This is an optimization exercise on Yosys and OpenROAD, whose aim is small area, not a production implementation. Where RTL was checked, it was by simulation tests only, not by an equivalence proof against the original.

## run A
==> flow/design.v (excerpt) <==
module CORDIC_COS_SIN #(
    parameter DATA_WIDTH = 16,
    parameter PHASE_WIDTH = 32,
    parameter STAGE = 16
) (
    input clk,
    input rst,
    input en,
    input mode,
    input signed [DATA_WIDTH-1:0] x0,
    input signed [DATA_WIDTH-1:0] y0,
    input signed [PHASE_WIDTH-1:0] phase,
    output valid,
    output [DATA_WIDTH:0] cos,
    output [DATA_WIDTH:0] sin
);
export LEC_CHECK = 0
export ABC_AREA = 1
export CAP_MARGIN = 20
export CORE_MARGIN = 2
export CORE_UTILIZATION = 40
export SLEW_MARGIN = 20
create_clock -name core_clock -period 5.0 [get_ports {clk}]
run.sh (not shown) runs the stock make flow with config.mk's settings and CLKGATE_MAP_FILE= SYNTH_SCRIPT=/design/flow/synth_recipe.tcl, a recipe that flattens the netlist after the stock synthesis.
[inputs] run B vs run A
- an added CTS_BUF_LIST of sky130_fd_sc_hd__clkbuf_4
## What came out
Run A: done, clean on timing, DRC and antenna. Run B reached the end of the flow, and the finished layout is clean on the timing, DRC and antenna checks. Going from run A to run B, overall fraction of global-route tracks in use has remained practically unchanged, total met3 wirelength after detailed routing has increased, area added between synthesis and finish has decreased, max-slew headroom at the worst pin has increased.
Input-level comparison between run C and run B:
- GPL_TIMING_DRIVEN newly set to 0
- CTS_BUF_LIST removed (was sky130_fd_sc_hd__clkbuf_4)
Findings:
- Run C went all the way through the flow, and no timing, DRC or antenna check failed.
- Of run C and run B, it is run C that has the lower final cell count.
- Taking run B as the reference, in run C design area has increased; fraction of the yosys area taken by sequential cells comparable; wire length +about 1.4%.
- As far as remaining antenna violation count is concerned, run B and run C perform about the same.
- Looking at time the final worst path needs with I/O delays and setup, run C sits above run B.
- Run C vs run B: utilization up
diff inputs: run C => run D
- a deleted GPL_TIMING_DRIVEN that had been 0
- an added CTS_BUF_LIST of sky130_fd_sc_hd__clkbuf_2 sky130_fd_sc_hd__clkbuf_4
- an added CTS_CLUSTER_SIZE of 20
==> summary.txt <==
- Relative to run C, worst hold slack across all endpoints has gone up in run D.
- Number of antenna violations at the first check in global routing in run D is 2 higher than in run C

========
Another version of the RTL of CORDIC_COS_SIN (not shown whole).
Size in the first run: ~4,300 cells after synthesis, ~100 I/O pins, roughly 33,000 um2 of cells after synthesis.
## CORDIC_COS_SIN
module CORDIC_COS_SIN #(
    parameter DATA_WIDTH = 16,
    parameter PHASE_WIDTH = 32,
    parameter STAGE = 16
) (
    input clk,
    input rst,
    input en,
    input mode,
    input signed [DATA_WIDTH-1:0] x0,
    input signed [DATA_WIDTH-1:0] y0,
    input signed [PHASE_WIDTH-1:0] phase,
    output valid,
    output [DATA_WIDTH:0] cos,
    output [DATA_WIDTH:0] sin
);
==> flow/config.mk <==
export PLATFORM = sky130hd
export DESIGN_NAME = CORDIC_COS_SIN
export DESIGN_NICKNAME = CORDIC_COS_SIN
export VERILOG_FILES = /design/flow/design.v
export SDC_FILE = /design/flow/constraint.sdc
export NUM_CORES = 4
export LEC_CHECK = 0
export ABC_AREA = 1
export CAP_MARGIN = 20
export CORE_MARGIN = 2
export CORE_UTILIZATION = 55
export CTS_BUF_LIST = sky130_fd_sc_hd__clkbuf_4 sky130_fd_sc_hd__clkbuf_8
export CTS_CLUSTER_DIAMETER = 60
export CTS_CLUSTER_SIZE = 30
export GPL_TIMING_DRIVEN = 0
export SETUP_SLACK_MARGIN = -0.1
export SLEW_MARGIN = 20
==> flow/constraint.sdc <==
create_clock -name core_clock -period 5.0 [get_ports {clk}]
set_input_delay 1.0000 -clock core_clock [delete_from_list [all_inputs] [get_ports {clk}]]
set_output_delay 1.0000 -clock core_clock [all_outputs]
set_load 0.01 [all_outputs]
The first run completed without violations.
Then changed:
--- a/flow/config.mk
+++ b/flow/config.mk
@@ -9,5 +9,5 @@
 export CAP_MARGIN = 20
 export CORE_MARGIN = 2
-export CORE_UTILIZATION = 55
+export CORE_UTILIZATION = 50
 export CTS_BUF_LIST = sky130_fd_sc_hd__clkbuf_4 sky130_fd_sc_hd__clkbuf_8
 export CTS_CLUSTER_DIAMETER = 60
Effect: Critical path depth rose by 2; wire length fell slightly; core utilization drops by 5.2 points; global-route usage came out lower by 2.3 points; worst hold slack barely changes; synthesized area stays the same; non-clock buffer count came out higher by 19.

========
Setup of xenon:
Another version of the RTL of CORDIC_COS_SIN (not shown whole).
For scale: roughly 32,000 µm² of cells after synthesis.
clock: 5.0 ns
lec_check: 0
abc_area: 1
cap_margin: 20
core_margin: 2
core_utilization: 55
cts_buf_list: sky130_fd_sc_hd__clkbuf_4 sky130_fd_sc_hd__clkbuf_8
cts_cluster_diameter: 60
cts_cluster_size: 30
gpl_timing_driven: 0
place_density: 0.75
slew_margin: 20
Input-level comparison between sierra and xenon:
- clearing PLACE_DENSITY, which used to be 0.75
- swapping 55 for 62 in CORE_UTILIZATION
Notes after the runs:
Delta (sierra minus xenon): vertical die dimension fell by about 6%; total number of vias fell by about 1.5%; number of non-clock buffers fell by 3.6%. [diff] setup slack at placement, sierra relative to xenon: improvement. Going from xenon to sierra, layout overhead on the synthesized area shrinks by 0.72 points.
Function was not checked in any run of this note: the RTL went through the layout flow alone.

========
build 77:
CORDIC_COS_SIN again, from the RTL that the note above started with.
Settings: LEC_CHECK=0, ABC_AREA=0, CAP_MARGIN=20, CORE_MARGIN=2, CORE_UTILIZATION=55, CTS_BUF_LIST=sky130_fd_sc_hd__clkbuf_4 sky130_fd_sc_hd__clkbuf_8, CTS_CLUSTER_DIAMETER=60, CTS_CLUSTER_SIZE=30, GPL_TIMING_DRIVEN=0, SLEW_MARGIN=20; clock period 5.0 ns.
Ran to the end and failed final checks on setup timing: build 77.
Changes in build 85 relative to build 77:
# build 77
export LEC_CHECK = 0
export ABC_AREA = 0
export CAP_MARGIN = 20
export CORE_MARGIN = 2
export CORE_UTILIZATION = 55
export CTS_BUF_LIST = sky130_fd_sc_hd__clkbuf_4 sky130_fd_sc_hd__clkbuf_8
export CTS_CLUSTER_DIAMETER = 60
export CTS_CLUSTER_SIZE = 30
export GPL_TIMING_DRIVEN = 0
export SLEW_MARGIN = 20
create_clock -name core_clock -period 5.0 [get_ports {clk}]
# build 85
export LEC_CHECK = 0
export ABC_AREA = 1
export CAP_MARGIN = 20
export CORE_MARGIN = 2
export CORE_UTILIZATION = 55
export CTS_BUF_LIST = sky130_fd_sc_hd__clkbuf_4 sky130_fd_sc_hd__clkbuf_8
export CTS_CLUSTER_DIAMETER = 60
export CTS_CLUSTER_SIZE = 30
export GPL_TIMING_DRIVEN = 0
export SLEW_MARGIN = 20
create_clock -name core_clock -period 5.0 [get_ports {clk}]
[summary]
Build 85 | status: complete | timing, DRC, antenna: pass. Build 85 vs build 77: highest clock frequency the design can meet up by more than 10%. In the metrics for build 77 and build 85, the one carrying the higher worst setup slack is build 85. The higher final critical-path share of the clock period of build 77 and build 85 is in build 77. Re total number of placement rows: no difference whatsoever between build 77 and build 85.
--- input diff build 85..build 70 ---
# build 85
export LEC_CHECK = 0
export ABC_AREA = 1
export CAP_MARGIN = 20
export CORE_MARGIN = 2
export CORE_UTILIZATION = 55
export CTS_BUF_LIST = sky130_fd_sc_hd__clkbuf_4 sky130_fd_sc_hd__clkbuf_8
export CTS_CLUSTER_DIAMETER = 60
export CTS_CLUSTER_SIZE = 30
export GPL_TIMING_DRIVEN = 0
export SLEW_MARGIN = 20
create_clock -name core_clock -period 5.0 [get_ports {clk}]
# build 70
export LEC_CHECK = 0
export ABC_AREA = 1
export CAP_MARGIN = 20
export CORE_MARGIN = 2
export CORE_UTILIZATION = 55
export CTS_BUF_LIST = sky130_fd_sc_hd__clkbuf_4 sky130_fd_sc_hd__clkbuf_8
export CTS_CLUSTER_DIAMETER = 60
export CTS_CLUSTER_SIZE = 30
export GPL_TIMING_DRIVEN = 0
export SETUP_SLACK_MARGIN = -0.1
export SLEW_MARGIN = 20
create_clock -name core_clock -period 5.0 [get_ports {clk}]
## What came out
Build 70 | status: complete | timing, DRC, antenna: pass. Re ratio of final minimum period to clock period: build 70 is 0.75 points up on build 85. [compare] base=build 85 new=build 70: total wire length after detailed routing went down; fraction of area in registers went up.
Function was not checked in any run of this note: the RTL went through the layout flow alone.

-- separate check: timing with driven ports --
No port has a modelled driver above. Below, the same layouts with a new extraction and two added sets of constraints. Step 1 sets driving cells, clkbuf_16 on the clock port and buf_2 on the other inputs (assumed; they add their load-dependent delay and slew). Step 2 times the ports against the registers' clock, not the clock port: input delays grow and output delays shrink by t, the midpoint of the rising clock arrivals with the driver on. Slacks: no drivers / after step 1 / after step 2; pairs: no drivers / after step 1.
| run | shift t [ns] | setup WS [ns] | slew at the worst register clock pin (ns) | worst slew at a driven data input, ns |
|---|---|---|---|---|
| run A | 0.639 | 0.239 / 0.180 / 0.223 | 0.06 / 0.06 | 0.05 |
| run B | 0.920 | 0.290 / 0.232 / 0.201 | 0.08 / 0.08 | 0.05 |
| run C | 0.629 | 0.257 / 0.193 / -0.191 | 0.07 / 0.07 | 0.05 |
| run D | 0.920 | 0.290 / 0.232 / 0.201 | 0.08 / 0.08 | 0.05 |
| the first run of note 2 | 0.665 | 0.187 / 0.187 / -0.361 | 0.12 / 0.12 | 0.05 |
| the second run of note 2 | 0.670 | 0.166 / 0.166 / -0.376 | 0.11 / 0.11 | 0.04 |
| xenon | 0.688 | 0.145 / 0.144 / -0.311 | 0.12 / 0.12 | 0.04 |
| sierra | 0.688 | 0.130 / 0.130 / -0.355 | 0.12 / 0.12 | 0.05 |
| build 77 | 0.682 | -0.449 / -0.449 / -0.449 | 0.12 / 0.12 | 0.05 |
| build 85 | 0.666 | 0.138 / 0.138 / -0.342 | 0.12 / 0.12 | 0.06 |
| build 70 | 0.663 | 0.101 / 0.101 / -0.279 | 0.12 / 0.12 | 0.06 |
Met with ideal ports but missed after step 2: setup timing in 7 of these runs. For the first run of note 2, which loses most, drivers alone change the setup slack by 0.000 ns; drivers and shift together by -0.548 ns.
